This design comes from an exercise in tuning for small area on the open sky130 flow, not from production work.
The RTL was checked by simulation tests, not by an equivalence proof against the original design.
No activity file was given, so power comes from the tool's default toggle rates.

==> flow/design.v (excerpt) <==
module CPU
  ( input             clk
  , input             rst
  , output     [15:0] addr
  , input      [ 7:0] data_in
  , output     [ 7:0] data_out
  , output            rd_enable
  , output            wr_enable
  , input      [7:0]  int_pending
  , output     [7:0]  int_clear
  );
Size in the first run: about 1200 cells after synthesis, about 130 flip-flops, ~0.0092 mm² of cells after synthesis.
export LEC_CHECK = 0
export CAP_MARGIN = 20
export CORE_MARGIN = 2
export CORE_UTILIZATION = 45
export SLEW_MARGIN = 20
create_clock -name core_clock -period 10.0 [get_ports {clk}]
standard.sh (not shown) runs the stock make flow with config.mk's settings and CLKGATE_MAP_FILE= SYNTH_SCRIPT=/design/flow/synth_recipe.tcl, a recipe that flattens the netlist after the stock synthesis.
==> flow/flow/run.sh <==
#!/bin/bash
# Own layout flow: the standard ORFS flow with two changes.
#  - Synthesis maps the logic with an area-oriented ABC script
#    (flow/abc_area.script) instead of ORFS's delay-oriented one. Registers
#    are mapped before ABC runs, so they come out as in the standard synthesis.
#  - Clock tree synthesis uses clkbuf_8 buffers and no dummy loads.
# Each tool writes its log under orfs/logs; make's own output goes to
# own_flow.log in the work folder.
set -euo pipefail
W=$(pwd)
F=$W/flow
{
  echo "proc abc {args} {"
  echo "  set i [lsearch -exact \$args -script]"
  echo "  if {\$i >= 0} { lset args [expr {\$i + 1}] $F/abc_area.script }"
  echo "  yosys abc {*}\$args"
  echo "}"
  cat "$W/synth_recipe.tcl"
} > "$W/own_synth.tcl"
sed "s|SYNTH_SCRIPT=[^ ]*|SYNTH_SCRIPT=$W/own_synth.tcl|" "$W/standard.sh" > "$W/own_standard.sh"
grep -q "SYNTH_SCRIPT=$W/own_synth.tcl" "$W/own_standard.sh"
export CTS_ARGS="-sink_clustering_enable -repair_clock_nets -dont_use_dummy_load -buf_list sky130_fd_sc_hd__clkbuf_8"
bash "$W/own_standard.sh" finish > "$W/own_flow.log" 2>&1
==> flow/flow/abc_area.script <==
&get -n
&st
&dch -f
&nf -R 1000
&st
&dch -f
&nf -R 1000
&put
topo
stime -c
The baseline passed the timing, DRC and antenna checks.
Edit:
CORE_UTILIZATION = 30   (was 45)
Result: The new run produced a clean layout; sequential power hardly moves; power is about the same; wire length went up by a few percent; area after synthesis is unchanged; final cell count went up by a little under a tenth; worst hold slack gets worse by 0.028 ns; worst setup slack gets worse by 0.043 ns; via count went down slightly; design area went up slightly; critical path depth went down by 2; synthesized cell count stays the same.
Edit:
==> flow/flow/run.sh (replaced) <==
#!/bin/bash
# Own layout flow: the standard ORFS flow, except that synthesis maps the
# logic with an area-oriented ABC script (flow/abc_area.script) instead of
# ORFS's delay-oriented one. Registers are mapped before ABC runs, so they
# come out exactly as in the standard synthesis.
set -euo pipefail
W=$(pwd)
F=$W/flow
# Synthesis script: synth_recipe.tcl with yosys's abc command wrapped so that
# it uses our ABC script.
{
  echo "proc abc {args} {"
  echo "  set i [lsearch -exact \$args -script]"
  echo "  if {\$i >= 0} { lset args [expr {\$i + 1}] $F/abc_area.script }"
  echo "  yosys abc {*}\$args"
  echo "}"
  cat "$W/synth_recipe.tcl"
} > "$W/own_synth.tcl"
sed "s|SYNTH_SCRIPT=[^ ]*|SYNTH_SCRIPT=$W/own_synth.tcl|" "$W/standard.sh" > "$W/own_standard.sh"
grep -q "SYNTH_SCRIPT=$W/own_synth.tcl" "$W/own_standard.sh"
bash "$W/own_standard.sh" finish > "$W/own_flow.log" 2>&1
Effect: The changed run finished clean; cell area rose by 3.2%; via count decreases by about 0.47%; wire length stays flat.
Edit:
--- a/flow/flow/run.sh
+++ b/flow/flow/run.sh
@@ -2,4 +2,7 @@
-# Own layout flow: the standard ORFS flow, except that synthesis maps the
-# logic with an area-oriented ABC script (flow/abc_area.script) instead of
-# ORFS's delay-oriented one. Registers are mapped before ABC runs, so they
-# come out exactly as in the standard synthesis.
+# Own layout flow: the standard ORFS flow with two changes.
+#  - Synthesis maps the logic with an area-oriented ABC script
+#    (flow/abc_area.script) instead of ORFS's delay-oriented one. Registers
+#    are mapped before ABC runs, so they come out as in the standard synthesis.
+#  - Clock tree synthesis uses clkbuf_8 buffers and no dummy loads.
+# Each tool writes its log under orfs/logs; make's own output goes to
+# own_flow.log in the work folder.
@@ -9,2 +11,0 @@
-# Synthesis script: synth_recipe.tcl with yosys's abc command wrapped so that
-# it uses our ABC script.
@@ -20,0 +22 @@
+export CTS_ARGS="-sink_clustering_enable -repair_clock_nets -dont_use_dummy_load -buf_list sky130_fd_sc_hd__clkbuf_8"
GPL_TIMING_DRIVEN = 0   (was default)
The changed run produced a clean layout. Total power went down by 19%. Non-clock buffer count went down by 14. Hold slack gets worse by 0.0090 ns. Worst setup slack gets worse by 0.096 ns. Wire length went down by 6.2%. Synthesized cell count is unchanged. Core utilization went down by 0.96 points. Area after synthesis stays the same.

[what the ideal ports hide]
No port has a modelled driver above. Below, the same layouts with a new extraction and two added sets of constraints.
Step 1 assumes that a clkbuf_16 drives the clock port and a buf_2 every other input.
Step 2 moves the port delays by t, midway between the first and last clock arrival at a register: inputs arrive t later, outputs are due t later. That takes back most of the time a late clock gives input paths.
a / b / c = ideal / step 1 / step 2; a / b = the first two.
run | t (ns) | setup slack, ns | slew at the worst register clock pin (ns)
the first run | 0.492 | 0.498 / 0.498 / 0.498 | 0.11 / 0.11
the second run | 0.495 | 0.456 / 0.456 / 0.456 | 0.09 / 0.09
the third run | 0.481 | 0.407 / 0.407 / 0.407 | 0.07 / 0.07
the fourth run | 0.490 | 0.310 / 0.310 / 0.310 | 0.10 / 0.10
After both steps every run listed still meets setup and hold.
